Source: an optimization exercise on an open RTL-to-GDS flow (aim: small area). Production flows keep margins and buffers that such runs may drop.
Only simulation tests tie the RTL to the original design; equivalence was not proved.
No activity file was given, so power comes from the tool's default toggle rates.

rev 12:
==> flow/design.v <==
`timescale 1ns / 1ps
module TOP_Final(
    input i_clk,
    input i_reset,
    output [3:0] o_digit,
    output [7:0] o_font
    );
    reg [2:0] b;
    reg [1:0] s;
    reg [4:0] x;
    reg [3:0] d0, d1, d2, d3;
    reg       f;
    wire t   = ~b[1] & b[0];
    wire e   = t & b[2];
    wire inc = e & x[0] & x[2] & x[4];
    reg fx;
    always @(*) begin
        case ({x[4], x[3], x[2], x[1]})
            4'b0010, 4'b0100, 4'b1000, 4'b1001, 4'b1011,
            4'b1101, 4'b1110, 4'b1111: fx = 1'b1;
            default: fx = 1'b0;
        endcase
    end
    wire a0 = inc & d0[0];
    wire c1 = a0 & d0[3];
    wire a1 = c1 & d1[0];
    wire c2 = a1 & d1[3];
    wire a2 = c2 & d2[0];
    wire c3 = a2 & d2[3];
    wire a3 = c3 & d3[0];
    wire c4 = a3 & d3[3];
    wire wrap = a0 & d0[1] & f & d3[2] & d3[1] & d2[1] & d2[0] & d1[3];
    always @(posedge i_clk or posedge i_reset) begin
        if (i_reset) begin
            b  <= 3'b000;
            s  <= 2'd0;
            x  <= 5'b01010;
            d0 <= 4'd0;
            d1 <= 4'd0;
            d2 <= 4'd0;
            d3 <= 4'd0;
            f  <= 1'b0;
        end else begin
            b <= {b[1:0], ~(b[2] ^ t)};
            s <= {s[1] ^ (s[0] & e), s[0] ^ e};
            x <= {x[3:0], fx};
            d0[0] <= d0[0] ^ inc;
            d0[1] <= d0[1] ^ (a0 & ~d0[3]);
            d0[2] <= d0[2] ^ (a0 & d0[1] & ~wrap);
            d0[3] <= a0 ? (d0[1] & d0[2]) : d0[3];
            d1[0] <= d1[0] ^ c1;
            d1[1] <= d1[1] ^ (a1 & ~d1[3]);
            d1[2] <= d1[2] ^ (a1 & d1[1]);
            d1[3] <= a1 ? (d1[1] & d1[2]) : (d1[3] & ~wrap);
            d2[0] <= (d2[0] ^ c2) & ~wrap;
            d2[1] <= (d2[1] ^ (a2 & ~d2[3])) & ~wrap;
            d2[2] <= d2[2] ^ (a2 & d2[1]);
            d2[3] <= a2 ? (d2[1] & d2[2]) : d2[3];
            d3[0] <= d3[0] ^ c3;
            d3[1] <= (d3[1] ^ (a3 & ~d3[3])) & ~wrap;
            d3[2] <= (d3[2] ^ (a3 & d3[1])) & ~wrap;
            d3[3] <= a3 ? (d3[1] & d3[2]) : d3[3];
            f <= f ? ~wrap : c4;
        end
    end
    assign o_digit = {~(s[1] & s[0]), ~(s[1] & ~s[0]), ~(~s[1] & s[0]), ~(~s[1] & ~s[0])};
    reg [3:0] q;
    always @(*) begin
        case (s)
            2'd0: q = d0;
            2'd1: q = d1;
            2'd2: q = d2;
            default: q = d3;
        endcase
    end
    wire one  = ~q[3] & ~q[2] & ~q[1] & q[0];
    wire four = q[2] & ~q[1] & ~q[0];
    assign o_font[0] = one | four;
    assign o_font[1] = q[2] & (q[1] ^ q[0]);
    assign o_font[2] = ~q[2] & q[1] & ~q[0];
    assign o_font[3] = one | four | (q[2] & q[1] & q[0]);
    assign o_font[4] = q[0] | (q[2] & ~q[1]);
    assign o_font[5] = (~q[2] & q[1]) | (~q[3] & ~q[2] & q[0]) | (q[1] & q[0]);
    assign o_font[6] = (~q[3] & ~q[2] & ~q[1]) | (q[2] & q[1] & q[0]);
    assign o_font[7] = 1'b1;
endmodule
Settings: LEC_CHECK=0, CAP_MARGIN=20, CORE_MARGIN=2, CORE_UTILIZATION=40, CTS_BUF_LIST=sky130_fd_sc_hd__clkbuf_16, CTS_CLUSTER_DIAMETER=200, CTS_CLUSTER_SIZE=40, SLEW_MARGIN=20; clock period 100.0 ns.
run.sh (not shown) runs the stock make flow with config.mk's settings and CLKGATE_MAP_FILE= SYNTH_SCRIPT=/design/flow/synth_recipe.tcl, a recipe that flattens the netlist after the stock synthesis.
[inputs] rev 13 vs rev 12
- removing CTS_CLUSTER_SIZE (formerly 40)
- removing CTS_CLUSTER_DIAMETER (formerly 200)
- changing CTS_BUF_LIST from sky130_fd_sc_hd__clkbuf_16 to sky130_fd_sc_hd__clkbuf_8
[summary]
Rev 13 vs rev 12: global-route usage over all layers down
Compare rev 12 and rev 13 | sequential share of layout area higher: rev 13
On rev 13: fraction of power spent switching nets is 1.4 points higher than what rev 12 gave.
Diff rev 13..rev 12 | share of cell area taken by muxes after synthesis | unchanged
Changes observed in rev 13 relative to rev 12: total power down 0.0029 mW, switching power summed over all nets down 0.00030 mW, proportion of power drawn by combinational gates up 0.2 points, final worst-path setup slack moved down, starting DRC count in detailed routing grew by 2.

## what the ideal ports hide
How much do the figures lean on ideal ports? The routed layouts below were timed once more, with nothing changed but the port constraints.
Step 1 (the two cells are an assumption about what drives the block):
set clk [get_ports {i_clk}]
set_driving_cell -lib_cell sky130_fd_sc_hd__clkbuf_16 $clk
set_driving_cell -lib_cell sky130_fd_sc_hd__buf_2 [delete_from_list [all_inputs] $clk]
Step 2 times the ports against the registers' clock, not the clock port: input delays grow and output delays shrink by t, the midpoint of the rising clock arrivals with the driver on.
Slacks: ideal / step 1 / step 2; pairs: ideal / step 1.
run | t (ns) | setup WS [ns] | hold WS [ns] | worst data-port slew with drivers (ns) | pins driven straight from the clock port
rev 12 | 0.284 | 77.629 / 77.601 / 77.885 | 0.374 / 0.374 / 0.374 | 0.03 | 1
rev 13 | 0.286 | 77.612 / 77.588 / 77.875 | 0.379 / 0.379 / 0.379 | 0.03 | 1
After both steps every run listed still meets setup and hold.
